From an optimization exercise on the open Yosys and OpenROAD flow, aimed at small area; shortcuts taken in it are not production practice. In this exercise RTL edits were held to simulation tests only and were not proved equivalent to the original. Power and IR drop assume default switching activity.

--- flow/config.mk ---
export PLATFORM = sky130hd
export DESIGN_NAME = puf_core
export DESIGN_NICKNAME = puf_core
export VERILOG_FILES = /design/flow/design.v
export SDC_FILE = /design/flow/constraint.sdc
export NUM_CORES = 4
export LEC_CHECK = 0
export ABC_AREA = 1
export CAP_MARGIN = 20
export CORE_AREA = 5 5 355 355
export DIE_AREA = 0 0 360 360
export SLEW_MARGIN = 20
--- flow/constraint.sdc ---
create_clock -name core_clock -period 10.0 [get_ports {clk_sys}]
set_input_delay 2.0000 -clock core_clock [delete_from_list [all_inputs] [get_ports {clk_sys}]]
set_output_delay 2.0000 -clock core_clock [all_outputs]
set_load 0.01 [all_outputs]
--- flow/design.v ---
`timescale 1ns / 1ps
module puf_core #(
    parameter PUF_WIDTH = 256,
    parameter ENTROPY_TARGET = 512000,
    parameter RING_OSC_COUNT = 128,
    parameter CHALLENGE_WIDTH = 128,
    parameter TEMPERATURE_SENSORS = 16,
    parameter VOLTAGE_SENSORS = 8,
    parameter TAMPER_SENSORS = 32
) (
    input  wire                           clk_sys,
    input  wire                           rst_n,
    input  wire                           enable,
    input  wire [CHALLENGE_WIDTH-1:0]    challenge,
    output wire [PUF_WIDTH-1:0]          response,
    output reg                            response_valid,
    output wire [31:0]                    entropy_data,
    output wire                           entropy_valid,
    input  wire                           entropy_ready,
    output wire [15:0]                    entropy_rate,
    output wire [7:0]                     temperature,
    output wire [7:0]                     voltage_level,
    output wire                           tamper_detected,
    output wire                           puf_healthy,
    output wire [255:0]                   divine_seal,
    output wire                           moral_compliance,
    input  wire                           security_lock,
    output wire                           kill_switch_detect,
    output wire                           self_destruct,
    output wire [RING_OSC_COUNT-1:0]      ring_osc_enable,
    input  wire [RING_OSC_COUNT-1:0]      ring_osc_out,
    input  wire [TEMPERATURE_SENSORS-1:0] temp_sensor_data,
    input  wire [VOLTAGE_SENSORS-1:0]     volt_sensor_data,
    input  wire [TAMPER_SENSORS-1:0]      tamper_sensors
);
    localparam [255:0] DIVINE_FOUNDATION = 256'h3633335f5468655f4c6f72645f676f7665726e735f6576657279646563697369;
    localparam [255:0] MORAL_AUTHORITY = 256'h4d617474685f32323a33395f4c6f76655f796f75725f6e65696768626f72;
    localparam [255:0] SEAL_STEP = DIVINE_FOUNDATION ^ MORAL_AUTHORITY;
    localparam [255:0] RESP_K = DIVINE_FOUNDATION ^ MORAL_AUTHORITY;
    localparam [127:0] RESP_D = RESP_K[255:128] ^ RESP_K[127:0];
    wire active = enable && !security_lock;
    reg  [127:0] chal_q;
    reg          act_q;
    always @(posedge clk_sys) chal_q <= challenge;
    always @(posedge clk_sys or negedge rst_n) begin
        if (!rst_n) act_q <= 1'b0;
        else        act_q <= active;
    end
    assign ring_osc_enable = {128{act_q}} & (chal_q ^ DIVINE_FOUNDATION[127:0]);
    reg  [3:0]   response_stage;
    reg  [127:0] acc;        
    reg  [127:0] resp_lo;
    reg          resp_loaded;
    wire [127:0] sample;
    genvar g;
    generate
        for (g = 0; g < 128; g = g + 1) begin : g_sample
            assign sample[g] = challenge[g] ? ring_osc_out[(g + 1) % 128] : ring_osc_out[g];
        end
    endgenerate
    wire keep = (response_stage == 4'd13) || (response_stage == 4'd14) || (response_stage == 4'd15);
    wire acc_en = active && ((response_stage == 4'd13) || (response_stage == 4'd14));
    always @(posedge clk_sys) begin
        acc <= keep ? (acc ^ (sample & {128{acc_en}})) : RESP_K[127:0];
    end
    always @(posedge clk_sys or negedge rst_n) begin
        if (!rst_n) begin
            response_stage <= 4'b0;
            resp_lo <= 128'b0;
            resp_loaded <= 1'b0;
            response_valid <= 1'b0;
        end else if (active) begin
            response_stage <= response_stage + 1'b1;
            response_valid <= (response_stage == 4'd15);
            if (response_stage == 4'd15) begin
                resp_lo <= acc;
                resp_loaded <= 1'b1;
            end
        end else begin
            response_valid <= 1'b0;
        end
    end
    assign response[127:0]   = resp_lo;
    generate
        for (g = 0; g < 128; g = g + 1) begin : g_resp_hi
            if (RESP_D[g]) begin : g_inv
                assign response[128 + g] = resp_loaded & ~resp_lo[g];
            end else begin : g_same
                assign response[128 + g] = resp_lo[g];
            end
        end
    endgenerate
    reg  [4:0]  entropy_shift_reg;
    reg         entropy_data_valid;
    reg  [31:0] entropy_output_reg;
    reg  [4:0]  entropy_bit_counter;
    wire        entropy_bit = ^ring_osc_out;
    always @(posedge clk_sys or negedge rst_n) begin
        if (!rst_n) begin
            entropy_shift_reg <= 5'b0;
            entropy_output_reg <= 32'b0;
            entropy_data_valid <= 1'b0;
            entropy_bit_counter <= 5'b0;
        end else if (active) begin
            entropy_shift_reg <= {entropy_shift_reg[3:0], entropy_bit};
            if (entropy_shift_reg[4] != entropy_shift_reg[3]) begin
                entropy_output_reg <= {entropy_output_reg[30:0], entropy_bit};
                entropy_bit_counter <= entropy_bit_counter + 1'b1;
                entropy_data_valid <= (entropy_bit_counter == 5'b11111);
            end
        end else begin
            entropy_data_valid <= 1'b0;
        end
    end
    assign entropy_data = entropy_output_reg;
    assign entropy_valid = entropy_data_valid && entropy_ready;
    reg [14:0] rate_timer;
    reg [9:0]  rate_q;       
    reg [4:0]  rate_r;       
    reg [9:0]  entropy_rate_reg;
    always @(posedge clk_sys or negedge rst_n) begin
        if (!rst_n) begin
            rate_timer <= 15'd1;
            rate_q <= 10'b0;
            rate_r <= 5'b0;
            entropy_rate_reg <= 10'b0;
        end else if (rate_timer == 15'h4e2a) begin
            rate_timer <= 15'd1;
            rate_q <= 10'b0;
            rate_r <= 5'b0;
            entropy_rate_reg <= rate_q;
        end else begin
            rate_timer <= {rate_timer[13:0], rate_timer[14] ^ rate_timer[13]};
            if (entropy_valid) begin
                if ((rate_q & 10'd655) == 10'd655 && rate_r[0]) begin
                    rate_q <= 10'b0;
                    rate_r <= 5'b0;
                end else if (rate_r >= 5'd17) begin
                    rate_q <= rate_q + 1'b1;
                    rate_r <= rate_r - 5'd17;
                end else begin
                    rate_r <= rate_r + 5'd8;
                end
            end
        end
    end
    assign entropy_rate = {6'b0, entropy_rate_reg};
    reg [7:0] temperature_reg;
    reg [7:0] voltage_reg;
    reg tamper_detected_reg;
    reg kill_switch_detect_reg;
    reg self_destruct_reg;
    reg puf_healthy_reg;
    reg moral_compliance_reg;
    always @(posedge clk_sys or negedge rst_n) begin
        if (!rst_n) begin
            temperature_reg <= 8'd25;
            voltage_reg <= 8'd180;
            tamper_detected_reg <= 1'b0;
            kill_switch_detect_reg <= 1'b0;
            self_destruct_reg <= 1'b0;
            puf_healthy_reg <= 1'b0;
            moral_compliance_reg <= 1'b1;
        end else begin
            temperature_reg <= temp_sensor_data[7:0] + 8'd25;
            voltage_reg <= volt_sensor_data + 8'd150;
            if (|tamper_sensors || (temperature_reg > 8'd85 && temperature_reg < 8'd216) ||
                voltage_reg < 8'd120 || voltage_reg > 8'd250)
                tamper_detected_reg <= 1'b1;
            if (security_lock && enable)
                kill_switch_detect_reg <= 1'b1;
            if (tamper_detected_reg && (temperature_reg > 8'd100 || voltage_reg < 8'd100))
                self_destruct_reg <= 1'b1;
            puf_healthy_reg <= entropy_rate_reg[9] && !tamper_detected_reg &&
                               !kill_switch_detect_reg && (temperature_reg <= 8'd85) &&
                               (voltage_reg >= 8'd150);
            if (enable)
                moral_compliance_reg <= !kill_switch_detect_reg && puf_healthy_reg && !tamper_detected_reg;
        end
    end
    assign temperature = temperature_reg;
    assign voltage_level = voltage_reg;
    assign tamper_detected = tamper_detected_reg;
    assign kill_switch_detect = kill_switch_detect_reg;
    assign self_destruct = self_destruct_reg;
    assign puf_healthy = puf_healthy_reg;
    assign moral_compliance = moral_compliance_reg;
    reg [31:0] seal_lo;
    reg        seal_t;
    always @(posedge clk_sys or negedge rst_n) begin
        if (!rst_n) begin
            seal_lo <= DIVINE_FOUNDATION[31:0];
            seal_t <= 1'b0;
        end else if (enable) begin
            seal_lo <= seal_lo ^ entropy_output_reg ^ SEAL_STEP[31:0];
            seal_t <= ~seal_t;
        end
    end
    assign divine_seal = {DIVINE_FOUNDATION[255:32] ^ (SEAL_STEP[255:32] & {224{seal_t}}), seal_lo};
endmodule
--- flow/flow/run.sh ---
#!/bin/bash
# The standard layout (standard.sh) with three changes:
#  1. after the standard synthesis, the combinational logic is re-mapped by
#     ABC (flow/resynth.ys); flip-flops, their names and cell types stay;
#  2. port buffers use buf_1 instead of the resizer's default pick (every
#     port still gets its own buffer);
#  3. CTS uses clkbuf_8 with sink clusters of at most 16 and inserts no
#     dummy loads;
#  4. each tie cell drives one constant-1 and one constant-0 output
#     (flow/pair_ties.py), so tie fan-out repair is skipped.
# Each tool's full output goes to a log file in this folder; ORFS also keeps
# its per-step logs under orfs/logs.
set -euo pipefail
WORK=$PWD
R=$WORK/orfs/results/$FLOW_PLATFORM/puf_core/base
LIB=$FLOW_HOME/platforms/$FLOW_PLATFORM/lib/sky130_fd_sc_hd__tt_025C_1v80.lib
ARGS=(
  "SKIP_REPAIR_TIE_FANOUT=1"
  "BUFFER_PORTS_ARGS=-buffer_cell sky130_fd_sc_hd__buf_1"
  "CTS_ARGS=-sink_clustering_enable -repair_clock_nets -dont_use_dummy_load -buf_list {sky130_fd_sc_hd__clkbuf_8} -sink_clustering_size 16 -sink_clustering_max_diameter 80"
)
bash standard.sh "${ARGS[@]}" synth > flow_synth.log 2>&1
cp "$R/1_2_yosys.v" "$WORK/standard_synth.v"
sed -e "s#@LIB@#$LIB#g" -e "s#@IN@#$WORK/standard_synth.v#" \
    -e "s#@OUT@#$WORK/resynth.v#" -e "s#@ABC@#$WORK/flow/resynth.abc#" \
    flow/resynth.ys > resynth_run.ys
yosys -l resynth.log -q resynth_run.ys > /dev/null 2>&1
python3 flow/pair_ties.py "$WORK/resynth.v" > pair_ties.log 2>&1
cp "$WORK/resynth.v" "$R/1_2_yosys.v"
rm -f "$R/1_synth.odb" "$R/1_synth.sdc"
bash standard.sh "${ARGS[@]}" finish > flow_make.log 2>&1
--- flow/flow/pair_ties.py ---
#!/usr/bin/env python3
"""Merge tie cells in pairs: sky130 conb_1 has both a HI and a LO output, so
one cell can drive one constant-1 net and one constant-0 net. Reads and
rewrites the netlist given as argv[1]."""
import re
import sys

path = sys.argv[1]
text = open(path).read()
pat = re.compile(r"  sky130_fd_sc_hd__conb_1 (\S+) \(\n    \.(HI|LO)\(([^()]*)\)\n  \);\n")
his, los = [], []
for m in pat.finditer(text):
    (his if m.group(2) == "HI" else los).append(m)

# a tie net may reach its port through a buffer: order by the port's name
thru = {a: x for a, x in re.findall(
    r"sky130_fd_sc_hd__buf_\d+ \S+ \(\n    \.A\(([^()]*)\),\n    \.X\(([^()]*)\)\n  \);", text)}

def key(m):
    # order by the bit index of the net name when there is one
    n = thru.get(m.group(3), m.group(3))
    g = re.search(r"\[(\d+)\]", n)
    return (n.split("[")[0], int(g.group(1)) if g else -1, n)

his.sort(key=key)
los.sort(key=key)
drop = set()
merged = {}
for h, l in zip(his, los):
    merged[h.start()] = (
        f"  sky130_fd_sc_hd__conb_1 {h.group(1)} (\n"
        f"    .HI({h.group(3)}),\n    .LO({l.group(3)})\n  );\n"
    )
    drop.add(l.start())
out, pos = [], 0
for m in sorted(his + los, key=lambda m: m.start()):
    out.append(text[pos:m.start()])
    if m.start() in merged:
        out.append(merged[m.start()])
    elif m.start() not in drop:
        out.append(m.group(0))
    pos = m.end()
out.append(text[pos:])
open(path, "w").write("".join(out))
print(f"tie cells: {len(his)} HI, {len(los)} LO -> {len(his) + len(los) - len(drop)} cells")
--- flow/flow/resynth.abc ---
strash; &get -n; &fraig -x; &put; scorr; dc2; strash; &get -n; &dch -f; &nf -R 1000; &put
--- flow/flow/resynth.ys ---
# Re-map the combinational logic of the standard synthesis netlist with ABC.
# Flip-flops are kept as they are (same instances, names and cell types).
read_liberty -ignore_miss_func @LIB@
blackbox sky130_fd_sc_hd__df*
read_verilog @IN@
hierarchy -top puf_core
flatten
rename -hide w:*.*
opt -purge
abc -liberty @LIB@ -dont_use *lpflow* -dont_use *probe* -script @ABC@
splitnets
opt_clean -purge
hilomap -hicell sky130_fd_sc_hd__conb_1 HI -locell sky130_fd_sc_hd__conb_1 LO
insbuf -buf sky130_fd_sc_hd__buf_4 A X
opt_clean -purge
stat -liberty @LIB@
write_verilog -noattr -nohex -nodec @OUT@
--- flow/standard.sh ---
#!/bin/bash
# synth_recipe.tcl (not shown) runs the flow's synth.tcl, then flattens the netlist and writes it again
# the make line also repeats each setting of config.mk as NAME=value (left out here)
make -C /OpenROAD-flow-scripts/flow DESIGN_CONFIG=/design/flow/config.mk WORK_HOME=/design/flow/orfs CLKGATE_MAP_FILE= SYNTH_SCRIPT=/design/flow/synth_recipe.tcl "${@:-finish}"
==> out/metrics.yaml, run 1 <==
run_status:
  status: "timing/DRC/antenna clean"
detailed_routing:
  firstDrtPassIters: 5
  wire_per_inst_um: 20.8
  routed_wirelength_um: 93600
  remaining_drc_errors: 0
  num_vias: 17800
  ant_nets: 0
  vias_per_instance: 3.97
  drt_iter0_drc: 1161
placed_design:
  dp_hpwl_um: 74600
  port_buffers: 876
  finalWeightedCongestion: 0.926
sta:
  post_route_setup_tns_ns: 0
  finalHoldViolations: 0
  grt_setup_unrepaired: "no"
  max_slew.worst_pin.slew_ns: 1.06
  layout_min_cycle_time_ns: 5.09
  maxClockFrequency_mhz: 197
  setup_violations: 0
  min_period_over_period_pct: 50.9
  fin_hold_ws_ns: 0.387
  timing.slew.headroom_pct: 29.0
  worst_clock_skew_ns: 0.0976
  maxSlewViolCount: 0
clock_network:
  cts.root.buffer_cell: "sky130_fd_sc_hd__clkbuf_8"
  cts_buffer_depth: 3
  tritoncts.num_buffers: 44
  clock_latency_at_the_later_pin_of_the_worst_skew_pair_ns: 0.72
  cts_tree: "done"
  post_cts.resized_instances: 0
  clkSlewWorstSetupHoldPaths_ns: 0.10
  postCtsHoldBufs: 0
  cts_setup_buffers: 0
  cts_num_sinks: 528
  cts.htree.levels: 2
cells_and_area:
  final_layout_size_suffix_gt1_share_pct: 3.27
  final_common_cell: "sky130_fd_sc_hd__buf_1"
  net_count_of_the_finished_layout: 3227
  nFillCells: 13300
  highest_count_cells_in_the_layout_ignoring_fill_and_taps: "sky130_fd_sc_hd__buf_1, sky130_fd_sc_hd__dfxtp_1, sky130_fd_sc_hd__dfrtp_1"
  largest_registers: "acc: 128 flops, chal_q: 128 flops, resp_lo: 128 flops"
  areaGrowthSynthToFinish_pct: 16.6
critical_path:
  worst_path_dominant_cell_family: "buffers and inverters"
  endpoint_kind: "register"
  rrSetupSlack_ns: 6.97
  timing.critical_path.buf_inv: 4
  crit_path_top_delay_cell: "sky130_fd_sc_hd__nand3_4"
  r2r_end: "acc[117]"
  reg2regPathDepth: 7
  worst_ep_required_time_ns: 10.56
  regToRegStartpoint: "response_stage[0]"
  cp.arrival_ns: 5.65
  timing.critical_path.slowest_cell_delay_ns: 0.70
  setup.worst_path.start_class: "input pin"
  worst_path_maximum_fanout: 65
  critPathKind: "input pin to register"
  timing.critical_path.cells: "clkbuf_2, nand2b_1, buf_4, clkinv_1, o21ai_0, a21oi_1, nand3_4, buf_4, nor2_1, o21ai_0, a21oi_1"
die:
  placeableCoreArea_mm2: 0.122
  die_height_um: 360
  top_level_ports: 1028
  floorplan.rows: 128
  die_area_mm2: 0.130
  chipWidth_um: 360
  start_util_pct: 19.1
global_routing:
  largest_net_degree_at_the_start_of_global_routing: 133
  global_route_wire_length_before_repair_um: 128000
  grt.total_usage_pct: 13.6
  grt.overflow.total: 0
  antenna_violations_before_repair: 49
  first_global_vias: 17000
yosys:
  post_synth_inst_count: 2217
  syn_area_cell_um2: 10.5
  syn_area_mm2: 0.0233
  number_of_nets_produced_by_synthesis: 2600
  ys.warnings.count: 1
min_path:
  worstHoldEndpoint: "rate_timer[13]"
  hp-start: "rate_timer[12]"
  timing.hold.worst.class: "register to register"
  hold-path-cell-count: 0
power:
  fin_total_pwr_mw: 5.34
  power_density_mw_per_mm2: 197
  power.static_leakage_nw: 11.0
  vdd.ir_drop.worst_mv: 0.127
run:
  max-cap-violations: 0
[per-stage QoR]
step,instance area (um^2),utilization (%),setup slack (ns),std cells
finish,27100,22.3,4.91,4489
global placement,26500,21.7,4.29,4422
CTS,27100,22.2,4.84,4466
detailed placement,26500,21.7,4.23,4422
global route,27100,22.3,4.57,4474
floorplan,23300,-,1.13,2217
[final cells by class]
class / count / area (um^2) / share of cell area (%)
clock buffer: 44 / 606 / 2.23
multi-input combinational: 1376 / 9020 / 33.2
timing repair buffer: 888 / 3440 / 12.7
sequential: 528 / 12000 / 44.1
inverter: 6 / 22.5 / 0.0830
antenna: 22 / 55.1 / 0.203
tap: 1625 / 2030 / 7.49
[report_power, final]
| group | leakage [nW] | switching, mW | internal [mW] | total (mW) |
|---|---|---|---|---|
| registers | 5.69 | 0.183 | 2.34 | 2.53 |
| clock network | 0.316 | 0.731 | 0.393 | 1.12 |
| logic | 4.99 | 1.13 | 0.554 | 1.69 |
| total | 11.0 | 2.05 | 3.29 | 5.34 |
[worst max-delay path by stage]
stage / startpoint / endpoint / slack (ns) / cells past startpoint
CTS: act_q / ring_osc_enable[76] / 4.84 / 3
detailed placement: enable / acc[117] / 4.23 / 11
finish: enable / acc[117] / 4.91 / 11
global route: enable / acc[117] / 4.57 / 11
floorplan: security_lock / response_valid / 1.13 / 4
global placement: enable / acc[117] / 4.29 / 11
[worst reg2reg max path, delay by kind of cell, from the launching register on]
family          cells  cell delay [ns]
compound gates      4             0.64
buf+inv             1             0.68
flops               1             0.46
simple gates        2             1.17
[metal layers]
| layer | GRT usage [%] | wire (um) | up-vias | share of wire [%] |
|---|---|---|---|---|
| met5 | 0 | 137 | - | 0.15 |
| met3 | 3.99 | 8760 | 112 | 9.4 |
| li1 | - | - | 8268 | - |
| met1 | 17.7 | 39100 | 8666 | 42 |
| met2 | 22.2 | 43300 | 758 | 46 |
| met4 | 3.44 | 2210 | 20 | 2.4 |
==> inputs of run 2 (changes only) <==
--- a/flow/design.v
+++ b/flow/design.v
@@ -40,17 +40,17 @@
     localparam [127:0] RESP_D = RESP_K[255:128] ^ RESP_K[127:0];
     wire active = enable && !security_lock;
     reg  [127:0] chal_q;
-    reg          act_q;
+    reg          act_n_q;    
     always @(posedge clk_sys) chal_q <= challenge;
     always @(posedge clk_sys or negedge rst_n) begin
-        if (!rst_n) act_q <= 1'b0;
-        else        act_q <= active;
-    end
-    assign ring_osc_enable = {128{act_q}} & (chal_q ^ DIVINE_FOUNDATION[127:0]);
+        if (!rst_n) act_n_q <= 1'b1;
+        else        act_n_q <= ~active;
+    end
+    assign ring_osc_enable = ~{128{act_n_q}} & (chal_q ^ DIVINE_FOUNDATION[127:0]);
     reg  [3:0]   response_stage;
     reg  [127:0] acc;        
     reg  [127:0] resp_lo;
-    reg          resp_loaded;
+    reg          resp_unloaded;    
     wire [127:0] sample;
     genvar g;
     generate
@@ -67,14 +67,14 @@
         if (!rst_n) begin
             response_stage <= 4'b0;
             resp_lo <= 128'b0;
-            resp_loaded <= 1'b0;
+            resp_unloaded <= 1'b1;
             response_valid <= 1'b0;
         end else if (active) begin
             response_stage <= response_stage + 1'b1;
             response_valid <= (response_stage == 4'd15);
             if (response_stage == 4'd15) begin
                 resp_lo <= acc;
-                resp_loaded <= 1'b1;
+                resp_unloaded <= 1'b0;
             end
         end else begin
             response_valid <= 1'b0;
@@ -84,7 +84,7 @@
     generate
         for (g = 0; g < 128; g = g + 1) begin : g_resp_hi
             if (RESP_D[g]) begin : g_inv
-                assign response[128 + g] = resp_loaded & ~resp_lo[g];
+                assign response[128 + g] = ~(resp_unloaded | resp_lo[g]);
             end else begin : g_same
                 assign response[128 + g] = resp_lo[g];
             end
==> run 2 against run 1 <==
Worst setup slack better by 0.044 ns. Clock power rose by 4%. Still clean. Largest power group unchanged. Clock skew is 0.0016 ns lower.
==> out/metrics.yaml, run 2 <==
critical_path:
  endpoint_kind: "output port"
  regToRegStartpoint: "response_stage[0]"
  critical_path.startpoint: "act_n_q"
  setup.worst_path.start_class: "register"
  timing.critical_path.slowest_cell_delay_ns: 1.13
  crit_path_top_delay_cell: "sky130_fd_sc_hd__dfstp_4"
  cp.arrival_ns: 3.04
  worst_ep_required_time_ns: 8.00
  critPathKind: "register to output port"
  worst_path_maximum_fanout: 68
  timing.critical_path.cells: "buf_4, nor2b_1, buf_1"
detailed_routing:
  wire_per_inst_um: 21.7
  ant_nets: 0
  num_vias: 17900
  vias_per_instance: 3.96
  drt_iter0_drc: 1001
  firstDrtPassIters: 5
  remaining_drc_errors: 0
  routed_wirelength_um: 98000
sta:
  layout_min_cycle_time_ns: 5.04
  timing.slew.headroom_pct: 34.2
  finalHoldViolations: 0
  fin_hold_ws_ns: 0.375
  setup_violations: 0
  min_period_over_period_pct: 50.4
  post_route_setup_tns_ns: 0
  worst_clock_skew_ns: 0.0960
  maxClockFrequency_mhz: 198
  max_slew.worst_pin.slew_ns: 0.987
  grt_setup_unrepaired: "no"
  maxSlewViolCount: 0
clock_network:
  cts_buffer_depth: 3
  post_cts.resized_instances: 0
  tritoncts.num_buffers: 47
  cts_num_sinks: 528
  clock_latency_at_the_later_pin_of_the_worst_skew_pair_ns: 0.69
  cts_tree: "done"
  cts.root.buffer_cell: "sky130_fd_sc_hd__clkbuf_8"
  cts_setup_buffers: 0
  postCtsHoldBufs: 0
  cts.htree.levels: 2
  clkSlewWorstSetupHoldPaths_ns: 0.09
yosys:
  syn_area_mm2: 0.0230
  syn_area_cell_um2: 10.3
  post_synth_inst_count: 2235
  ys.warnings.count: 1
  number_of_nets_produced_by_synthesis: 2618
run:
  max-cap-violations: 0
cells_and_area:
  final_layout_size_suffix_gt1_share_pct: 3.42
  net_count_of_the_finished_layout: 3252
  largest_registers: "acc: 128 flops, chal_q: 128 flops, resp_lo: 128 flops"
  final_cell_count_no_fill: 4521
  nFillCells: 13400
  highest_count_cells_in_the_layout_ignoring_fill_and_taps: "sky130_fd_sc_hd__buf_1, sky130_fd_sc_hd__nor2_1, sky130_fd_sc_hd__dfxtp_1"
  total_area_of_multi_input_combinational_cells_mm2: 0.00868
  areaGrowthSynthToFinish_pct: 17.1
  final_common_cell: "sky130_fd_sc_hd__buf_1"
  regArea_mm2: 0.0120
power:
  power_density_mw_per_mm2: 193
  seq_power_share_pct: 48.9
  vdd.ir_drop.worst_mv: 0.162
  power_frac_comb_pct: 28.8
  power.static_leakage_nw: 10.9
  clock_power_share_pct: 22.3
  power_switching_share_pct: 37.5
  netSwitchingPower_mw: 1.95
  power_report.internal_total_mw: 3.24
die:
  top_level_ports: 1028
  floorplan.rows: 128
  chipWidth_um: 360
  start_util_pct: 18.9
  die_height_um: 360
  die_area_mm2: 0.130
  placeableCoreArea_mm2: 0.122
placed_design:
  dp_hpwl_um: 79700
  dp.cells: 4444
  finalWeightedCongestion: 0.910
  port_buffers: 876
global_routing:
  antenna_violations_before_repair: 87
  first_global_vias: 16900
  grt.overflow.total: 0
  largest_net_degree_at_the_start_of_global_routing: 139
  global_route_wire_length_before_repair_um: 133000
  grt.total_usage_pct: 14.3
run_status:
  status: "timing/DRC/antenna clean"
min_path:
  hp-start: "rate_timer[13]"
  timing.hold.worst.class: "register to register"
[run 2: cell types whose count changed in the layout (fill, tap and decap cells not counted), sizes merged, moves of 4 or more]
cell	previous run	this run
nor2	154	283
nor2b	122	61
and2	66	7
nand2	141	152
o21ai	92	101
diode	22	29
clkinv	6	11
a21oi	146	150
buf	886	890
nor3	49	53
[run 2: area by class of cell]
| class | instances | share of cell area (%) |
|---|---|---|
| Sequential cell | 528 | 44.5 |
| Multi-Input combinational cell | 1389 | 32.3 |
| Timing Repair Buffer | 892 | 12.8 |
| Tap cell | 1625 | 7.56 |
| Clock buffer | 47 | 2.41 |
| Antenna cell | 29 | 0.270 |
| Inverter | 11 | 0.154 |
[run 2: final timing paths]
check / to / slack, ns / cells past startpoint
min in group asynchronous: resp_lo[73] / 1.26 / 1
setup / recovery: ring_osc_enable[87] / 4.96 / 3
hold reg to reg: rate_timer[14] / 0.37 / 0
max in group asynchronous: rate_timer[11] / 6.61 / 3
hold / removal: rate_timer[14] / 0.37 / 0
setup reg to reg: acc[42] / 7.43 / 6
[run 2: power by group through the flow]
stage | clock network (mW) | registers, mW | logic (mW)
after CTS | 1.23 | 2.54 | 1.53
final | 1.16 | 2.54 | 1.49
after global routing | 1.30 | 2.57 | 1.63
after floorplan | 0 | 2.58 | 1.06
after global placement | 0 | 2.58 | 1.52
after detailed placement | 0 | 2.58 | 1.53
[run 2: metal layers]
metal	GRT usage [%]	share of wire, %	wire length (um)
met1	14.9	36	35000
met3	7.67	12	11500
met4	3.94	3.1	3000
met2	25.0	49	48000
met5	0	0.47	462
[run 2: critical path: cells and delay by family, from the launching register on]
family        cells  cell delay [ns]
simple gates      1             0.27
flops             1             1.13
buf+inv           2             0.91
[run 2: through the flow]
stage	setup WS [ns]	power (mW)	area, um^2	util, %
floorplan	1.15	3.64	23000	-
global placement	4.74	4.10	26100	21.5
detailed placement	4.74	4.11	26100	21.5
CTS	4.71	5.30	26800	22.0
global route	4.69	5.50	26800	22.0
finish	4.96	5.19	26900	22.1
==> inputs of run 3 (changes only) <==
--- a/flow/flow/run.sh
+++ b/flow/flow/run.sh
@@ -6,7 +6,7 @@
 #     port still gets its own buffer);
 #  3. CTS uses clkbuf_8 with sink clusters of at most 16 and inserts no
 #     dummy loads;
-#  4. each tie cell drives one constant-1 and one constant-0 output
+#  4. each tie cell drives up to 4 constant-1 and 4 constant-0 outputs
 #     (flow/pair_ties.py), so tie fan-out repair is skipped.
 # Each tool's full output goes to a log file in this folder; ORFS also keeps
 # its per-step logs under orfs/logs.
@@ -17,7 +17,7 @@
 ARGS=(
   "SKIP_REPAIR_TIE_FANOUT=1"
   "BUFFER_PORTS_ARGS=-buffer_cell sky130_fd_sc_hd__buf_1"
-  "CTS_ARGS=-sink_clustering_enable -repair_clock_nets -dont_use_dummy_load -buf_list {sky130_fd_sc_hd__clkbuf_8} -sink_clustering_size 16 -sink_clustering_max_diameter 80"
+  "CTS_ARGS=-sink_clustering_enable -repair_clock_nets -dont_use_dummy_load -buf_list {sky130_fd_sc_hd__clkbuf_4} -sink_clustering_size 10 -sink_clustering_max_diameter 50"
 )
 bash standard.sh "${ARGS[@]}" synth > flow_synth.log 2>&1
 cp "$R/1_2_yosys.v" "$WORK/standard_synth.v"
@@ -25,7 +25,7 @@
     -e "s#@OUT@#$WORK/resynth.v#" -e "s#@ABC@#$WORK/flow/resynth.abc#" \
     flow/resynth.ys > resynth_run.ys
 yosys -l resynth.log -q resynth_run.ys > /dev/null 2>&1
-python3 flow/pair_ties.py "$WORK/resynth.v" > pair_ties.log 2>&1
+python3 flow/pair_ties.py "$WORK/resynth.v" 4 > pair_ties.log 2>&1
 cp "$WORK/resynth.v" "$R/1_2_yosys.v"
 rm -f "$R/1_synth.odb" "$R/1_synth.sdc"
 bash standard.sh "${ARGS[@]}" finish > flow_make.log 2>&1
==> flow/flow/pair_ties.py (replaced) <==
#!/usr/bin/env python3
"""Merge tie cells: sky130 conb_1 has both a HI and a LO output, so one cell
can drive constant-1 and constant-0 nets at once, and each output may drive
several ports (no timing arcs; max capacitance 1.9 pF). Each merged cell
drives up to GROUP constant-1 and GROUP constant-0 nets of ports with
neighbouring names. Reads and rewrites the netlist given as argv[1]."""
import re
import sys

path = sys.argv[1]
GROUP = int(sys.argv[2]) if len(sys.argv) > 2 else 1
text = open(path).read()
pat = re.compile(r"  sky130_fd_sc_hd__conb_1 (\S+) \(\n    \.(HI|LO)\(([^()]*)\)\n  \);\n")
his, los = [], []
for m in pat.finditer(text):
    (his if m.group(2) == "HI" else los).append(m)

# a tie net may reach its port through a buffer: order by the port's name
thru = {a: x for a, x in re.findall(
    r"sky130_fd_sc_hd__buf_\d+ \S+ \(\n    \.A\(([^()]*)\),\n    \.X\(([^()]*)\)\n  \);", text)}

def key(m):
    # order by the bit index of the net name when there is one
    n = thru.get(m.group(3), m.group(3))
    g = re.search(r"\[(\d+)\]", n)
    return (n.split("[")[0], int(g.group(1)) if g else -1, n)

his.sort(key=key)
los.sort(key=key)
drop = set()
merged = {}
rename = {}
hgroups = [his[i:i + GROUP] for i in range(0, len(his), GROUP)]
lgroups = [los[i:i + GROUP] for i in range(0, len(los), GROUP)]
for k in range(max(len(hgroups), len(lgroups))):
    hg = hgroups[k] if k < len(hgroups) else []
    lg = lgroups[k] if k < len(lgroups) else []
    keep = (hg or lg)[0]
    pins = []
    if hg:
        pins.append(f"    .HI({hg[0].group(3)})")
        for m in hg[1:]:
            rename[m.group(3)] = hg[0].group(3)
    if lg:
        pins.append(f"    .LO({lg[0].group(3)})")
        for m in lg[1:]:
            rename[m.group(3)] = lg[0].group(3)
    merged[keep.start()] = (
        f"  sky130_fd_sc_hd__conb_1 {keep.group(1)} (\n" + ",\n".join(pins) + "\n  );\n"
    )
    for m in hg + lg:
        if m is not keep:
            drop.add(m.start())
out, pos = [], 0
for m in sorted(his + los, key=lambda m: m.start()):
    out.append(text[pos:m.start()])
    if m.start() in merged:
        out.append(merged[m.start()])
    elif m.start() not in drop:
        out.append(m.group(0))
    pos = m.end()
out.append(text[pos:])
text = "".join(out)
# the dropped cells' nets now take the kept cell's net (and their declarations go)
for old, new in rename.items():
    esc = re.escape(old)
    text = re.sub(r"  wire " + esc + r";\n", "", text)
    text = re.sub(r"(?<![\w$\\])" + esc + r"(?![\w$])", new, text)
open(path, "w").write(text)
print(f"tie cells: {len(his)} HI, {len(los)} LO -> {len(his) + len(los) - len(drop)} cells (group {GROUP})")
==> run 3 against run 2 <==
Still clean on timing, DRC and antenna. Register-to-register slack worse by 0.45 ns. Design area is 0.67% lower. Combinational power hardly changed. Synthesized cell count is 2.6% lower. Cell count is 0.27% lower. Via count is 0.59% higher. Critical path depth stayed put. Wire length is 1.2% higher. Synthesized area is 0.93% lower. Worst setup slack worse by 0.18 ns. Clock power is 3% lower. Critical path type unchanged. Highest routed layer unchanged.
==> out/metrics.yaml, run 3 <==
run_status:
  status: "timing/DRC/antenna clean"
cells_and_area:
  final_layout_size_suffix_gt1_share_pct: 4.61
  largest_registers: "acc: 128 flops, chal_q: 128 flops, resp_lo: 128 flops"
  final_area_mm2: 0.0267
  final_common_cell: "sky130_fd_sc_hd__buf_1"
  areaGrowthSynthToFinish_pct: 17.4
  highest_count_cells_in_the_layout_ignoring_fill_and_taps: "sky130_fd_sc_hd__buf_1, sky130_fd_sc_hd__nor2_1, sky130_fd_sc_hd__dfxtp_1"
  net_count_of_the_finished_layout: 3179
yosys:
  number_of_nets_produced_by_synthesis: 2512
  syn_area_mm2: 0.0228
  ys.warnings.count: 1
  post_synth_inst_count: 2178
  syn_area_cell_um2: 10.4
critical_path:
  reg2regPathDepth: 6
  worst_path_maximum_fanout: 67
  worst_ep_required_time_ns: 8.00
  regToRegStartpoint: "response_stage[0]"
  r2r_end: "acc[116]"
  critPathKind: "register to output port"
  cp.arrival_ns: 3.22
  rrSetupSlack_ns: 6.98
  endpoint_kind: "output port"
  setup.worst_path.start_class: "register"
global_routing:
  antenna_violations_before_repair: 84
  global_route_wire_length_before_repair_um: 136000
  largest_net_degree_at_the_start_of_global_routing: 123
  grt.total_usage_pct: 14.7
  first_global_vias: 17600
  grt.overflow.total: 0
min_path:
  hp-start: "rate_timer[0]"
  hold-path-cell-count: 0
  worstHoldEndpoint: "rate_timer[1]"
  timing.hold.worst.class: "register to register"
sta:
  maxSlewViolCount: 0
  max_slew.worst_pin.slew_ns: 0.981
  worst_clock_skew_ns: 0.114
  setup_slack_ns: 4.78
  grt_setup_unrepaired: "no"
  maxClockFrequency_mhz: 192
  timing.slew.headroom_pct: 34.6
  finalHoldViolations: 0
  setup_violations: 0
  layout_min_cycle_time_ns: 5.22
  min_period_over_period_pct: 52.2
  post_route_setup_tns_ns: 0
clock_network:
  cts_buffer_depth: 3
  cts_num_sinks: 528
  cts.root.buffer_cell: "sky130_fd_sc_hd__clkbuf_4"
  postCtsHoldBufs: 0
  clkSlewWorstSetupHoldPaths_ns: 0.10
  post_cts.resized_instances: 0
  cts.htree.levels: 3
  tritoncts.num_buffers: 80
  clock_latency_at_the_later_pin_of_the_worst_skew_pair_ns: 0.94
  cts_tree: "done"
  cts_setup_buffers: 0
die:
  floorplan.rows: 128
  placeableCoreArea_mm2: 0.122
  die_height_um: 360
  top_level_ports: 1028
  chipWidth_um: 360
  start_util_pct: 18.7
  die_area_mm2: 0.130
detailed_routing:
  num_vias: 18000
  vias_per_instance: 4.00
  drt_iter0_drc: 1062
  routed_wirelength_um: 99200
  wire_per_inst_um: 22.0
  ant_nets: 0
  firstDrtPassIters: 5
  remaining_drc_errors: 0
placed_design:
  finalWeightedCongestion: 0.912
  post-place-ws_ns: 4.60
  port_buffers: 876
  dp_hpwl_um: 79900
  cell_area_after_placement_mm2: 0.0260
run:
  max-cap-violations: 0
power:
  power.static_leakage_nw: 10.8
  vdd.ir_drop.worst_mv: 0.139
  power_density_mw_per_mm2: 193
[run 3: changes by cell type in the layout (fill, tap and decap cells not counted)]
cell	before	now
sky130_fd_sc_hd__buf_4	14	11
sky130_fd_sc_hd__clkbuf_4	1	81
sky130_fd_sc_hd__buf_12	1	2
sky130_fd_sc_hd__conb_1	77	20
sky130_fd_sc_hd__clkbuf_16	0	1
sky130_fd_sc_hd__diode_2	29	41
sky130_fd_sc_hd__buf_16	1	2
sky130_fd_sc_hd__clkbuf_8	47	0
[run 3: worst max-delay path by stage]
| stage | start | endpoint | slack [ns] | cells past startpoint |
|---|---|---|---|---|
| 6_report | act_n_q | ring_osc_enable[83] | 4.78 | 3 |
| 5_1_grt | act_n_q | ring_osc_enable[85] | 4.48 | 3 |
| 2_1_floorplan | enable | response_valid | 1.15 | 3 |
| 3_3_place_gp | enable | resp_lo[122] | 4.19 | 7 |
| 3_5_place_dp | enable | resp_lo[69] | 4.60 | 7 |
| 4_1_cts | act_n_q | ring_osc_enable[85] | 4.53 | 3 |
[run 3: power by group]
group	switching [mW]	internal (mW)
combinational	0.997	0.489
sequential	0.204	2.34
clock	0.758	0.364
[run 3: final cells by class]
type	instances	area, um^2
diodes	41	103
clock buffers	80	601
fillers	13400	95000
inverters	11	41.3
multi-input cells	1332	8470
flip-flops and latches	528	12000
well taps	1625	2030
repair buffers	892	3500
[run 3: critical path, stage by stage (launching register included)]
cell	delay, ns
sky130_fd_sc_hd__dfstp_4	1.09
sky130_fd_sc_hd__buf_4	0.67
sky130_fd_sc_hd__nor2b_1	0.23
sky130_fd_sc_hd__buf_1	0.19
[run 3: routing by layer]
layer	vias up	share of wire (%)	track usage, %	wire (um)
met5	-	0.34	0	334
met4	48	4.0	7.14	4010
met3	216	11	6.84	10500
met2	903	49	24.6	48500
met1	8508	36	15.7	35900
li1	8341	-	-	-
[run 3: through the flow]
| stage | utilization, % | std cells | power [mW] | hold slack [ns] |
|---|---|---|---|---|
| 2_1_floorplan | - | 2178 | 3.64 | 0.354 |
| 3_3_place_gp | 21.3 | 4385 | 4.10 | 0.361 |
| 3_5_place_dp | 21.3 | 4386 | 4.12 | 0.369 |
| 4_1_cts | 21.8 | 4466 | 5.28 | 0.341 |
| 5_1_grt | 21.9 | 4486 | 5.49 | 0.340 |
| 6_report | 21.9 | 4509 | 5.15 | 0.343 |
==> inputs of run 4 (changes only) <==
--- a/flow/flow/run.sh
+++ b/flow/flow/run.sh
@@ -17,7 +17,7 @@
 ARGS=(
   "SKIP_REPAIR_TIE_FANOUT=1"
   "BUFFER_PORTS_ARGS=-buffer_cell sky130_fd_sc_hd__buf_1"
-  "CTS_ARGS=-sink_clustering_enable -repair_clock_nets -dont_use_dummy_load -buf_list {sky130_fd_sc_hd__clkbuf_4} -sink_clustering_size 10 -sink_clustering_max_diameter 50"
+  "CTS_ARGS=-sink_clustering_enable -repair_clock_nets -dont_use_dummy_load -buf_list {sky130_fd_sc_hd__clkbuf_16} -sink_clustering_size 32 -sink_clustering_max_diameter 60"
 )
 bash standard.sh "${ARGS[@]}" synth > flow_synth.log 2>&1
 cp "$R/1_2_yosys.v" "$WORK/standard_synth.v"
==> run 4 against run 3 <==
Cell count is 0.62% lower. Sequential power hardly changed. Clock-buffer cell count is 22 lower. Fmax is 5.0% higher. Critical path type unchanged. Combinational power hardly changed. Critical endpoint is now ring_osc_enable[85]. Wire length is 0.50% lower. Non-clock buffer count stayed put. Design area is 3.1% higher. Still clean. Die area stayed put. Synthesized area stayed put. Worst hold slack better by 0.033 ns.
==> out/metrics.yaml, run 4 <==
power:
  power_density_mw_per_mm2: 213
  vdd.ir_drop.worst_mv: 0.140
  fin_total_pwr_mw: 5.86
  power.static_leakage_nw: 11.1
critical_path:
  critPathKind: "register to output port"
  endpoint_kind: "output port"
  worst_path_maximum_fanout: 67
  worst_ep_required_time_ns: 8.00
  cp.arrival_ns: 2.97
  setup.worst_path.start_class: "register"
placed_design:
  dp_hpwl_um: 79900
  port_buffers: 876
  finalWeightedCongestion: 0.912
global_routing:
  largest_net_degree_at_the_start_of_global_routing: 123
  global_route_wire_length_before_repair_um: 135000
  grtUsageMet1_pct: 15.5
  grt.overflow.total: 0
  antenna_violations_before_repair: 77
  use_met2_pct: 24.7
  first_global_vias: 17400
  global_route.peak_usage_layer: "met2"
  gr_layer_usage_met3_pct: 6.61
  grt.total_usage_pct: 14.5
cells_and_area:
  largest_registers: "acc: 128 flops, chal_q: 128 flops, resp_lo: 128 flops"
  highest_count_cells_in_the_layout_ignoring_fill_and_taps: "sky130_fd_sc_hd__buf_1, sky130_fd_sc_hd__nor2_1, sky130_fd_sc_hd__dfxtp_1"
  net_count_of_the_finished_layout: 3157
  areaGrowthSynthToFinish_pct: 21.1
  final_common_cell: "sky130_fd_sc_hd__buf_1"
  nFillCells: 13300
  final_layout_size_suffix_gt1_share_pct: 3.86
clock_network:
  postCtsHoldBufs: 0
  cts_buffer_depth: 3
  cts_num_sinks: 528
  cts_setup_buffers: 0
  clock_latency_at_the_later_pin_of_the_worst_skew_pair_ns: 0.64
  cts.htree.levels: 2
  cts_tree: "done"
  clkSlewWorstSetupHoldPaths_ns: 0.07
  cts.root.buffer_cell: "sky130_fd_sc_hd__clkbuf_16"
  tritoncts.num_buffers: 58
  post_cts.resized_instances: 0
sta:
  max_slew.worst_pin.slew_ns: 0.980
  maxSlewViolCount: 0
  maxClockFrequency_mhz: 201
  finalHoldViolations: 0
  grt_setup_unrepaired: "no"
  timing.slew.headroom_pct: 34.7
  post_route_setup_tns_ns: 0
  setup_violations: 0
  layout_min_cycle_time_ns: 4.97
  worst_clock_skew_ns: 0.0721
  min_period_over_period_pct: 49.7
detailed_routing:
  vias_per_instance: 3.97
  routed_wirelength_um: 98700
  drt_iter0_drc: 990
  remaining_drc_errors: 0
  ant_nets: 0
  firstDrtPassIters: 5
  num_vias: 17800
  wire_per_inst_um: 22.0
die:
  placeableCoreArea_mm2: 0.122
  chipWidth_um: 360
  floorplan.rows: 128
  top_level_ports: 1028
  die_area_mm2: 0.130
  die_height_um: 360
  start_util_pct: 18.7
yosys:
  syn_area_cell_um2: 10.4
  post_synth_inst_count: 2178
  ys.warnings.count: 1
  number_of_nets_produced_by_synthesis: 2512
  syn_area_mm2: 0.0228
run_status:
  status: "timing/DRC/antenna clean"
min_path:
  timing.hold.worst.class: "register to register"
run:
  max-cap-violations: 0
## run 4: per-layer routing
metal | vias up | wire [um]
met5 | - | 355
li1 | 8276 | -
met1 | 8454 | 35600
met4 | 50 | 4320
met2 | 799 | 48000
met3 | 204 | 10400
## run 4: where the power goes
part / switching (mW) / total (mW) / internal (mW)
registers: 0.204 / 2.55 / 2.34
logic: 1.00 / 1.49 / 0.490
clock network: 0.824 / 1.83 / 1.00
total: 2.03 / 5.86 / 3.84
## run 4: final timing paths
check | slack (ns) | endpoint | cells past startpoint | from
setup / recovery | 5.03 | ring_osc_enable[85] | 3 | act_n_q
hold / removal | 0.38 | rate_timer[9] | 0 | rate_timer[8]
setup reg to reg | 6.98 | acc[116] | 6 | response_stage[0]
hold reg to reg | 0.38 | rate_timer[9] | 0 | rate_timer[8]
max in group asynchronous | 7.19 | entropy_output_reg[0] | 2 | rst_n
min in group asynchronous | 1.47 | resp_lo[65] | 1 | rst_n
## run 4: area by class of cell
cell class | count | area (um^2) | share of cell area (%)
antenna | 35 | 87.6 | 0.318
clock buffer | 58 | 1450 | 5.27
inverter | 11 | 41.3 | 0.150
multi-input combinational | 1332 | 8470 | 30.7
sequential | 528 | 12000 | 43.4
tap | 1625 | 2030 | 7.38
timing repair buffer | 892 | 3500 | 12.7
## run 4: worst max-delay path, stage by stage (launching register included)
cell	delay, ns
sky130_fd_sc_hd__dfstp_4	1.07
sky130_fd_sc_hd__buf_4	0.67
sky130_fd_sc_hd__nor2_1	0.23
sky130_fd_sc_hd__buf_1	0.19
## run 4: stage by stage
step	setup WS (ns)	std cells	hold slack, ns	area (um^2)	utilization (%)
after CTS	4.90	4444	0.376	27400	22.5
after floorplan	1.15	2178	0.354	22800	-
after global placement	4.19	4385	0.361	25900	21.3
after global routing	4.83	4456	0.388	27500	22.6
final	5.03	4481	0.376	27600	22.6
after detailed placement	4.60	4386	0.369	26000	21.3
==> inputs of run 5 (changes only) <==
--- a/flow/flow/run.sh
+++ b/flow/flow/run.sh
@@ -17,7 +17,7 @@
 ARGS=(
   "SKIP_REPAIR_TIE_FANOUT=1"
   "BUFFER_PORTS_ARGS=-buffer_cell sky130_fd_sc_hd__buf_1"
-  "CTS_ARGS=-sink_clustering_enable -repair_clock_nets -dont_use_dummy_load -buf_list {sky130_fd_sc_hd__clkbuf_16} -sink_clustering_size 32 -sink_clustering_max_diameter 60"
+  "CTS_ARGS=-sink_clustering_enable -repair_clock_nets -dont_use_dummy_load -buf_list {sky130_fd_sc_hd__clkbuf_8} -sink_clustering_size 16 -sink_clustering_max_diameter 80"
 )
 bash standard.sh "${ARGS[@]}" synth > flow_synth.log 2>&1
 cp "$R/1_2_yosys.v" "$WORK/standard_synth.v"
==> run 5 against run 4 <==
Worst hold slack improved by 0.0014 ns. Largest cell class unchanged. Critical path type unchanged. Sequential share of layout area rose by 1.3 points. Synthesized area did not move. Register-to-register slack about the same. First-iteration DRC count fell by 1.1%. Flip-flop and latch count did not move. Synthesized cell count unchanged. Still clean on timing, DRC and antenna.
==> out/metrics.yaml, run 5 <==
run_status:
  status: "timing/DRC/antenna clean"
critical_path:
  worst_path_dominant_cell_family: "flip-flops"
  r2r_end: "acc[103]"
  setup.worst_path.start_class: "register"
  crit_path_top_delay_cell: "sky130_fd_sc_hd__dfstp_4"
  worst_path_maximum_fanout: 67
  reg2regPathDepth: 6
  critPathKind: "register to output port"
  critical_path.startpoint: "act_n_q"
  critical_path.endpoint: "ring_osc_enable[85]"
  timing.critical_path.cells: "buf_4, nor2_1, buf_1"
  critical_path_cell_count: 3
  timing.critical_path.buf_inv: 2
  worst_ep_required_time_ns: 8.00
  endpoint_kind: "output port"
  cp.arrival_ns: 3.05
  timing.critical_path.slowest_cell_delay_ns: 1.08
  regToRegStartpoint: "response_stage[0]"
  rrSetupSlack_ns: 6.98
detailed_routing:
  wire_per_inst_um: 22.1
  firstDrtPassIters: 5
  drt_iter0_drc: 979
  vias_per_instance: 3.97
  remaining_drc_errors: 0
  num_vias: 17700
  routed_wirelength_um: 98900
  ant_nets: 0
sta:
  setup_violations: 0
  worst_clock_skew_ns: 0.123
  grt_setup_unrepaired: "no"
  max_slew.worst_pin.slew_ns: 0.954
  finalHoldViolations: 0
  post_route_setup_tns_ns: 0
  fin_hold_ws_ns: 0.377
  layout_min_cycle_time_ns: 5.05
  maxClockFrequency_mhz: 198
  maxSlewViolCount: 0
  timing.slew.headroom_pct: 36.4
  min_period_over_period_pct: 50.5
die:
  placeableCoreArea_mm2: 0.122
  chipWidth_um: 360
  floorplan.rows: 128
  top_level_ports: 1028
  die_height_um: 360
  start_util_pct: 18.7
  die_area_mm2: 0.130
cells_and_area:
  nFillCells: 13400
  final_cell_count_no_fill: 4467
  final_common_cell: "sky130_fd_sc_hd__buf_1"
  areaGrowthSynthToFinish_pct: 17.5
  largest_registers: "acc: 128 flops, chal_q: 128 flops, resp_lo: 128 flops"
  highest_count_cells_in_the_layout_ignoring_fill_and_taps: "sky130_fd_sc_hd__buf_1, sky130_fd_sc_hd__nor2_1, sky130_fd_sc_hd__dfxtp_1"
  net_count_of_the_finished_layout: 3146
  post-route-util_pct: 22.0
  final_layout_size_suffix_gt1_share_pct: 3.49
clock_network:
  cts_setup_buffers: 0
  cts_num_sinks: 528
  post_cts.resized_instances: 0
  clkSlewWorstSetupHoldPaths_ns: 0.10
  cts.root.buffer_cell: "sky130_fd_sc_hd__clkbuf_8"
  postCtsHoldBufs: 0
  cts_buffer_depth: 3
  cts_tree: "done"
  cts.htree.levels: 2
  clock_latency_at_the_later_pin_of_the_worst_skew_pair_ns: 0.70
  tritoncts.num_buffers: 47
placed_design:
  finalWeightedCongestion: 0.912
  dp_hpwl_um: 79900
  dp.cells: 4386
  port_buffers: 876
global_routing:
  antenna_violations_before_repair: 80
  largest_net_degree_at_the_start_of_global_routing: 123
  grt.total_usage_pct: 14.5
  grt.overflow.total: 0
  global_route_wire_length_before_repair_um: 135000
  first_global_vias: 17300
yosys:
  post_synth_inst_count: 2178
  ys.warnings.count: 1
  syn_area_mm2: 0.0228
  number_of_nets_produced_by_synthesis: 2512
  syn_area_cell_um2: 10.4
power:
  fin_total_pwr_mw: 5.18
  power.static_leakage_nw: 10.7
  power_density_mw_per_mm2: 194
  vdd.ir_drop.worst_mv: 0.139
min_path:
  timing.hold.worst.class: "register to register"
run:
  max-cap-violations: 0
[run 5: how the worst min path moves through the flow]
stage | startpoint | to | slack [ns] | cells past startpoint
floorplan | rate_timer[7] | rate_timer[8] | 0.35 | 0
global placement | rate_timer[6] | rate_timer[7] | 0.36 | 0
detailed placement | rate_timer[8] | rate_timer[9] | 0.37 | 0
CTS | rate_timer[6] | rate_timer[7] | 0.38 | 0
global route | rate_timer[6] | rate_timer[7] | 0.39 | 0
finish | rate_timer[6] | rate_timer[7] | 0.38 | 0
[run 5: area by class of cell]
type | count | area (um^2) | share of cell area [%]
Clock buffer | 47 | 647 | 2.42
Antenna cell | 32 | 80.1 | 0.300
Multi-Input combinational cell | 1332 | 8470 | 31.7
Inverter | 11 | 41.3 | 0.154
Sequential cell | 528 | 12000 | 44.8
Tap cell | 1625 | 2030 | 7.60
Timing Repair Buffer | 892 | 3500 | 13.1
[run 5: through the flow]
stage	area (um^2)	setup slack, ns
floorplan	22800	1.15
global placement	25900	4.19
detailed placement	26000	4.60
CTS	26600	4.76
global route	26700	4.70
finish	26700	4.95
[run 5: metal layers]
layer  global-route usage (%)  wire length, um  vias to the layer above  part of all wire, %
met5                        0              362                        -                 0.37
met4                     6.31             3920                       56                  4.0
met3                     6.48            10000                      197                   10
met2                     24.7            48200                      785                   49
met1                     15.7            36300                     8452                   37
li1                         -                -                     8232                    -
[run 5: power breakdown]
part,internal (mW),switching (mW)
Combinational,0.489,0.994
Sequential,2.34,0.203
Clock,0.418,0.742
Total,3.25,1.94
==> inputs of run 6 (changes only) <==
--- a/flow/design.v
+++ b/flow/design.v
@@ -48,10 +48,12 @@
     end
     assign ring_osc_enable = ~{128{act_n_q}} & (chal_q ^ DIVINE_FOUNDATION[127:0]);
     reg  [3:0]   response_stage;
-    reg  [127:0] acc;        
-    reg  [127:0] resp_lo;
+    localparam [127:0] ACC_INIT = RESP_K[127:0] ^ ~RESP_D;
+    reg  [127:0] acc;
+    reg  [127:0] resp_q;
     reg          resp_unloaded;    
     wire [127:0] sample;
+    wire         resp_load = active && (response_stage == 4'd15);
     genvar g;
     generate
         for (g = 0; g < 128; g = g + 1) begin : g_sample
@@ -61,32 +63,37 @@
     wire keep = (response_stage == 4'd13) || (response_stage == 4'd14) || (response_stage == 4'd15);
     wire acc_en = active && ((response_stage == 4'd13) || (response_stage == 4'd14));
     always @(posedge clk_sys) begin
-        acc <= keep ? (acc ^ (sample & {128{acc_en}})) : RESP_K[127:0];
+        acc <= keep ? (acc ^ (sample & {128{acc_en}})) : ACC_INIT;
     end
     always @(posedge clk_sys or negedge rst_n) begin
         if (!rst_n) begin
             response_stage <= 4'b0;
-            resp_lo <= 128'b0;
             resp_unloaded <= 1'b1;
             response_valid <= 1'b0;
         end else if (active) begin
             response_stage <= response_stage + 1'b1;
             response_valid <= (response_stage == 4'd15);
-            if (response_stage == 4'd15) begin
-                resp_lo <= acc;
+            if (response_stage == 4'd15)
                 resp_unloaded <= 1'b0;
-            end
         end else begin
             response_valid <= 1'b0;
         end
     end
-    assign response[127:0]   = resp_lo;
     generate
-        for (g = 0; g < 128; g = g + 1) begin : g_resp_hi
-            if (RESP_D[g]) begin : g_inv
-                assign response[128 + g] = ~(resp_unloaded | resp_lo[g]);
+        for (g = 0; g < 128; g = g + 1) begin : g_resp
+            if (RESP_D[g]) begin : g_diff
+                always @(posedge clk_sys or negedge rst_n) begin
+                    if (!rst_n)         resp_q[g] <= 1'b0;
+                    else if (resp_load) resp_q[g] <= acc[g];
+                end
+                assign response[g]       = resp_q[g];
+                assign response[128 + g] = ~(resp_unloaded | resp_q[g]);
             end else begin : g_same
-                assign response[128 + g] = resp_lo[g];
+                always @(posedge clk_sys) begin
+                    if (resp_load) resp_q[g] <= acc[g];
+                end
+                assign response[g]       = ~(resp_unloaded | resp_q[g]);
+                assign response[128 + g] = response[g];
             end
         end
     endgenerate
==> run 6 against run 5 <==
The flow now stops in netlist read-in after synthesis (1_synth).
==> out/metrics.yaml, run 6 <==
run_status:
  status: "aborted with a tool error"
  stop_stage: "netlist read-in after synthesis (1_synth)"
  tool.error: "[ERROR STA-0171] /design/flow/orfs/results/sky130hd/puf_core/base/1_2_yosys.v line 1516, syntax error"
yosys:
  ys.warnings.count: 1
==> inputs of run 7 (changes only) <==
--- a/flow/flow/resynth.ys
+++ b/flow/flow/resynth.ys
@@ -1,7 +1,7 @@
 # Re-map the combinational logic of the standard synthesis netlist with ABC.
 # Flip-flops are kept as they are (same instances, names and cell types).
 read_liberty -ignore_miss_func @LIB@
-blackbox sky130_fd_sc_hd__df*
+blackbox sky130_fd_sc_hd__df* sky130_fd_sc_hd__edf* sky130_fd_sc_hd__sdf* sky130_fd_sc_hd__dl*
 read_verilog @IN@
 hierarchy -top puf_core
 flatten
==> run 7 against run 6 <==
The run now finishes clean.
==> out/metrics.yaml, run 7 <==
run_status:
  status: "timing/DRC/antenna clean"
sta:
  grt_setup_unrepaired: "no"
  setup_violations: 0
  worst_clock_skew_ns: 0.111
  maxSlewViolCount: 0
  max_slew.worst_pin.slew_ns: 1.04
  setup_slack_ns: 4.63
  timing.slew.headroom_pct: 30.7
  layout_min_cycle_time_ns: 5.37
  maxClockFrequency_mhz: 186
  min_period_over_period_pct: 53.7
  post_route_setup_tns_ns: 0
  finalHoldViolations: 0
die:
  die_height_um: 360
  placeableCoreArea_mm2: 0.122
  floorplan.rows: 128
  start_util_pct: 18.8
  chipWidth_um: 360
  top_level_ports: 1028
  die_area_mm2: 0.130
clock_network:
  cts.htree.levels: 2
  cts_buffer_depth: 3
  cts.root.buffer_cell: "sky130_fd_sc_hd__clkbuf_8"
  tritoncts.num_buffers: 46
  clock_latency_at_the_later_pin_of_the_worst_skew_pair_ns: 0.68
  cts_num_sinks: 528
  cts_setup_buffers: 0
  post_cts.resized_instances: 0
  cts_tree: "done"
  clkSlewWorstSetupHoldPaths_ns: 0.09
  postCtsHoldBufs: 0
global_routing:
  largest_net_degree_at_the_start_of_global_routing: 113
  gr_layer_usage_met3_pct: 3.86
  global_route.peak_usage_layer: "met2"
  antenna_violations_before_repair: 39
  use_met2_pct: 20.1
  grt.overflow.total: 0
  global_route_wire_length_before_repair_um: 116000
  grtUsageMet1_pct: 14.7
  first_global_vias: 16900
  grt.total_usage_pct: 12.1
detailed_routing:
  num_vias: 17300
  routed_wirelength_um: 82800
  vias_per_instance: 3.91
  wire_per_inst_um: 18.7
  ant_nets: 0
  remaining_drc_errors: 0
  drt_iter0_drc: 933
  firstDrtPassIters: 4
yosys:
  number_of_nets_produced_by_synthesis: 2546
  post_synth_inst_count: 2212
  ys.warnings.count: 1
  syn_area_mm2: 0.0229
  syn_area_cell_um2: 10.4
cells_and_area:
  largest_registers: "acc: 128 flops, chal_q: 128 flops, resp_q: 128 flops"
  final_layout_size_suffix_gt1_share_pct: 3.51
  total_area_of_multi_input_combinational_cells_mm2: 0.00790
  final_common_cell: "sky130_fd_sc_hd__buf_1"
  nFillCells: 13400
  post-route-util_pct: 21.7
  regArea_mm2: 0.0124
  net_count_of_the_finished_layout: 3130
  areaGrowthSynthToFinish_pct: 15.3
  highest_count_cells_in_the_layout_ignoring_fill_and_taps: "sky130_fd_sc_hd__buf_1, sky130_fd_sc_hd__nor2_1, sky130_fd_sc_hd__dfxtp_1"
critical_path:
  endpoint_kind: "output port"
  worst_path_maximum_fanout: 58
  cp.arrival_ns: 3.37
  setup.worst_path.start_class: "register"
  critPathKind: "register to output port"
  worst_ep_required_time_ns: 8.00
power:
  netSwitchingPower_mw: 1.76
  seq_power_share_pct: 50.5
  clock_power_share_pct: 22.7
  power.static_leakage_nw: 10.0
  power_density_mw_per_mm2: 187
  power_switching_share_pct: 35.5
  power_frac_comb_pct: 26.8
  vdd.ir_drop.worst_mv: 0.143
  power_report.internal_total_mw: 3.20
placed_design:
  port_buffers: 876
  post-place-ws_ns: 4.78
  finalWeightedCongestion: 0.853
  dp_hpwl_um: 65900
min_path:
  timing.hold.worst.class: "register to register"
run:
  max-cap-violations: 0
-- run 7: layer usage --
metal / up-vias / wire [um]
li1: 8149 / -
met1: 8257 / 33800
met2: 748 / 38900
met3: 146 / 7190
met4: 12 / 2910
met5: - / 87
-- run 7: critical path, stage by stage, from the launching register on --
cell and delay (ns):
sky130_fd_sc_hd__dfstp_4 1.04, sky130_fd_sc_hd__buf_4 0.38, sky130_fd_sc_hd__buf_4 0.60, sky130_fd_sc_hd__nor2_1 0.30
sky130_fd_sc_hd__buf_1 0.20
-- run 7: layout make-up --
class / count / area share [%]
Inverter: 7 / 0.0994
Antenna cell: 14 / 0.133
Tap cell: 1625 / 7.69
Multi-Input combinational cell: 1320 / 29.9
Clock buffer: 46 / 2.39
Timing Repair Buffer: 893 / 13.1
Sequential cell: 528 / 46.8
-- run 7: power by group through the flow --
stage / clock (mW) / combinational (mW) / sequential [mW]
2_1_floorplan: 0 / 1.03 / 2.54
3_3_place_gp: 0 / 1.36 / 2.54
3_5_place_dp: 0 / 1.37 / 2.55
4_1_cts: 1.20 / 1.37 / 2.50
5_1_grt: 1.27 / 1.47 / 2.53
6_report: 1.13 / 1.33 / 2.50
-- run 7: worst paths after layout --
| check | slack (ns) | cells past startpoint | to | start |
|---|---|---|---|---|
| min | 0.38 | 0 | rate_timer[8] | rate_timer[7] |
| max | 4.63 | 4 | response[126] | resp_unloaded |
| max in group asynchronous | 6.67 | 3 | temperature_reg[2] | rst_n |
| max reg2reg | 6.94 | 9 | rate_q[5] | rate_timer[13] |
| min reg2reg | 0.38 | 0 | rate_timer[8] | rate_timer[7] |
| min in group asynchronous | 1.24 | 1 | entropy_shift_reg[2] | rst_n |
-- run 7: stage by stage --
| step | cells | hold WS (ns) | power, mW | cell area, um^2 |
|---|---|---|---|---|
| after global placement | 4372 | 0.362 | 3.90 | 25700 |
| after CTS | 4418 | 0.390 | 5.08 | 26400 |
| final | 4433 | 0.384 | 4.96 | 26400 |
| after floorplan | 2212 | 0.354 | 3.57 | 22900 |
| after global routing | 4422 | 0.400 | 5.26 | 26400 |
| after detailed placement | 4372 | 0.365 | 3.92 | 25700 |
==> inputs of run 8 (changes only) <==
--- a/flow/flow/run.sh
+++ b/flow/flow/run.sh
@@ -17,7 +17,7 @@
 ARGS=(
   "SKIP_REPAIR_TIE_FANOUT=1"
   "BUFFER_PORTS_ARGS=-buffer_cell sky130_fd_sc_hd__buf_1"
-  "CTS_ARGS=-sink_clustering_enable -repair_clock_nets -dont_use_dummy_load -buf_list {sky130_fd_sc_hd__clkbuf_8} -sink_clustering_size 16 -sink_clustering_max_diameter 80"
+  "CTS_ARGS=-sink_clustering_enable -repair_clock_nets -dont_use_dummy_load -buf_list {sky130_fd_sc_hd__clkbuf_8} -sink_clustering_size 20 -sink_clustering_max_diameter 70"
 )
 bash standard.sh "${ARGS[@]}" synth > flow_synth.log 2>&1
 cp "$R/1_2_yosys.v" "$WORK/standard_synth.v"
==> run 8 against run 7 <==
Critical path type unchanged. Design area is essentially flat. Synthesized area is the same. Still clean. Fmax grew 0.50%. Largest power group unchanged. Die area is the same. Clock power is essentially flat. Sequential power is essentially flat. First-iteration DRC count grew 6.8%. Synthesized cell count is the same. Clock-buffer cell count grew 2. Global-route usage is essentially flat. Register-to-register slack is essentially flat. Cell count is essentially flat.
==> out/metrics.yaml, run 8 <==
cells_and_area:
  nFillCells: 13400
  final_common_cell: "sky130_fd_sc_hd__buf_1"
  final_area_mm2: 0.0265
  net_count_of_the_finished_layout: 3132
  largest_registers: "acc: 128 flops, chal_q: 128 flops, resp_q: 128 flops"
  final_layout_size_suffix_gt1_share_pct: 3.58
  regArea_mm2: 0.0124
  highest_count_cells_in_the_layout_ignoring_fill_and_taps: "sky130_fd_sc_hd__buf_1, sky130_fd_sc_hd__nor2_1, sky130_fd_sc_hd__dfxtp_1"
  post-route-util_pct: 21.7
  total_area_of_multi_input_combinational_cells_mm2: 0.00790
  final_cell_count_no_fill: 4431
  areaGrowthSynthToFinish_pct: 15.4
yosys:
  ys.warnings.count: 1
  syn_area_cell_um2: 10.4
  number_of_nets_produced_by_synthesis: 2546
  syn_area_mm2: 0.0229
  post_synth_inst_count: 2212
clock_network:
  cts.root.buffer_cell: "sky130_fd_sc_hd__clkbuf_8"
  clkSlewWorstSetupHoldPaths_ns: 0.11
  cts_tree: "done"
  cts_num_sinks: 528
  tritoncts.num_buffers: 48
  post_cts.resized_instances: 0
  postCtsHoldBufs: 0
  clock_latency_at_the_later_pin_of_the_worst_skew_pair_ns: 0.70
  cts_setup_buffers: 0
  cts_buffer_depth: 3
  cts.htree.levels: 2
placed_design:
  finalWeightedCongestion: 0.853
  dp_hpwl_um: 65900
  cell_area_after_placement_mm2: 0.0257
  port_buffers: 876
  post-place-ws_ns: 4.78
  dp.cells: 4372
detailed_routing:
  vias_per_instance: 3.90
  routed_wirelength_um: 82800
  num_vias: 17300
  wire_per_inst_um: 18.7
  firstDrtPassIters: 5
  ant_nets: 0
  remaining_drc_errors: 0
  drt_iter0_drc: 996
run_status:
  status: "timing/DRC/antenna clean"
sta:
  fin_hold_ws_ns: 0.387
  setup_violations: 0
  grt_setup_unrepaired: "no"
  layout_min_cycle_time_ns: 5.34
  max_slew.worst_pin.slew_ns: 1.04
  finalHoldViolations: 0
  worst_clock_skew_ns: 0.124
  setup_slack_ns: 4.66
  min_period_over_period_pct: 53.4
  post_route_setup_tns_ns: 0
  maxSlewViolCount: 0
  maxClockFrequency_mhz: 187
  timing.slew.headroom_pct: 30.5
min_path:
  worstHoldEndpoint: "rate_timer[8]"
  hp-start: "rate_timer[7]"
  timing.hold.worst.class: "register to register"
  hold-path-cell-count: 0
power:
  power.static_leakage_nw: 10.0
  vdd.ir_drop.worst_mv: 0.143
  fin_total_pwr_mw: 4.98
  power_density_mw_per_mm2: 188
global_routing:
  grtUsageMet1_pct: 14.6
  first_global_vias: 16900
  grt.total_usage_pct: 12.1
  global_route_wire_length_before_repair_um: 116000
  grt.overflow.total: 0
  largest_net_degree_at_the_start_of_global_routing: 113
  global_route.peak_usage_layer: "met2"
  use_met2_pct: 20.1
  gr_layer_usage_met3_pct: 4.06
  antenna_violations_before_repair: 39
die:
  floorplan.rows: 128
  chipWidth_um: 360
  placeableCoreArea_mm2: 0.122
  top_level_ports: 1028
  die_height_um: 360
  start_util_pct: 18.8
  die_area_mm2: 0.130
run:
  max-cap-violations: 0
critical_path:
  setup.worst_path.start_class: "register"
  worst_ep_required_time_ns: 8.00
  reg2regPathDepth: 9
  rrSetupSlack_ns: 6.94
  endpoint_kind: "output port"
  worst_path_maximum_fanout: 58
  r2r_end: "rate_q[5]"
  cp.arrival_ns: 3.34
  critPathKind: "register to output port"
  regToRegStartpoint: "rate_timer[13]"
[run 8: cell count changes in the layout (fill, tap and decap cells not counted)]
cell	before	now
sky130_fd_sc_hd__diode_2	14	10
sky130_fd_sc_hd__clkbuf_8	46	48
[run 8: critical path, stage by stage (launching register included)]
cell	delay (ns)
sky130_fd_sc_hd__dfstp_4	1.04
sky130_fd_sc_hd__buf_4	0.38
sky130_fd_sc_hd__buf_4	0.61
sky130_fd_sc_hd__nor2_1	0.30
sky130_fd_sc_hd__buf_1	0.20
[run 8: worst max-delay path by stage]
stage | endpoint | from
after detailed placement | acc[125] | enable
after floorplan | response_valid | enable
after global placement | acc[106] | enable
after CTS | response[126] | resp_unloaded
after global routing | response[126] | resp_unloaded
final | response[126] | resp_unloaded
[run 8: metal layers]
metal,wire (um),vias to the layer above
met5,87,-
met4,2770,12
met3,7440,139
met2,38800,750
met1,33700,8245
li1,-,8148
[run 8: power breakdown]
part / internal (mW) / switching, mW / total, mW
logic: 0.435 / 0.893 / 1.33
registers: 2.36 / 0.147 / 2.50
clock network: 0.425 / 0.725 / 1.15
total: 3.22 / 1.76 / 4.98
[run 8: area by class of cell]
class	instances	area share, %
multi-input combinational	1320	29.8
antenna	10	0.0946
sequential	528	46.7
clock buffer	48	2.50
timing repair buffer	893	13.0
inverter	7	0.0993
tap	1625	7.68

re-timing with driven ports:
How much do the figures lean on ideal ports? The routed layouts below were timed once more, with nothing changed but the port constraints.
Step 1 (the two cells are an assumption about what drives the block):
set clk [get_ports {clk_sys}]
set_driving_cell -lib_cell sky130_fd_sc_hd__clkbuf_16 $clk
set_driving_cell -lib_cell sky130_fd_sc_hd__buf_2 [delete_from_list [all_inputs] $clk]
Step 2 times the ports against the registers' clock, not the clock port: input delays grow and output delays shrink by t, the midpoint of the rising clock arrivals with the driver on.
Slacks: ideal / step 1 / step 2; pairs: ideal / step 1.
run	t, ns	slack for setup (ns)	worst setup path after step 2	slew at the worst register clock pin (ns)
run 1	0.711	4.913 / 4.946 / 4.236	input to register	0.11 / 0.11
run 2	0.707	4.957 / 4.900 / 4.867	input to register	0.11 / 0.11
run 3	0.939	4.780 / 4.724 / 4.741	input to register	0.12 / 0.12
run 4	0.672	5.027 / 4.966 / 4.671	input to register	0.08 / 0.08
run 5	0.706	4.953 / 4.898 / 4.750	input to register	0.11 / 0.11
run 7	0.693	4.633 / 4.572 / 4.809	input to register	0.11 / 0.11
run 8	0.704	4.660 / 4.600 / 4.848	input to register	0.12 / 0.12
After both steps setup and hold are still met in every run listed. The setup slack of run 1, which loses most, moves by +0.033 ns with the drivers and by -0.677 ns with both steps.
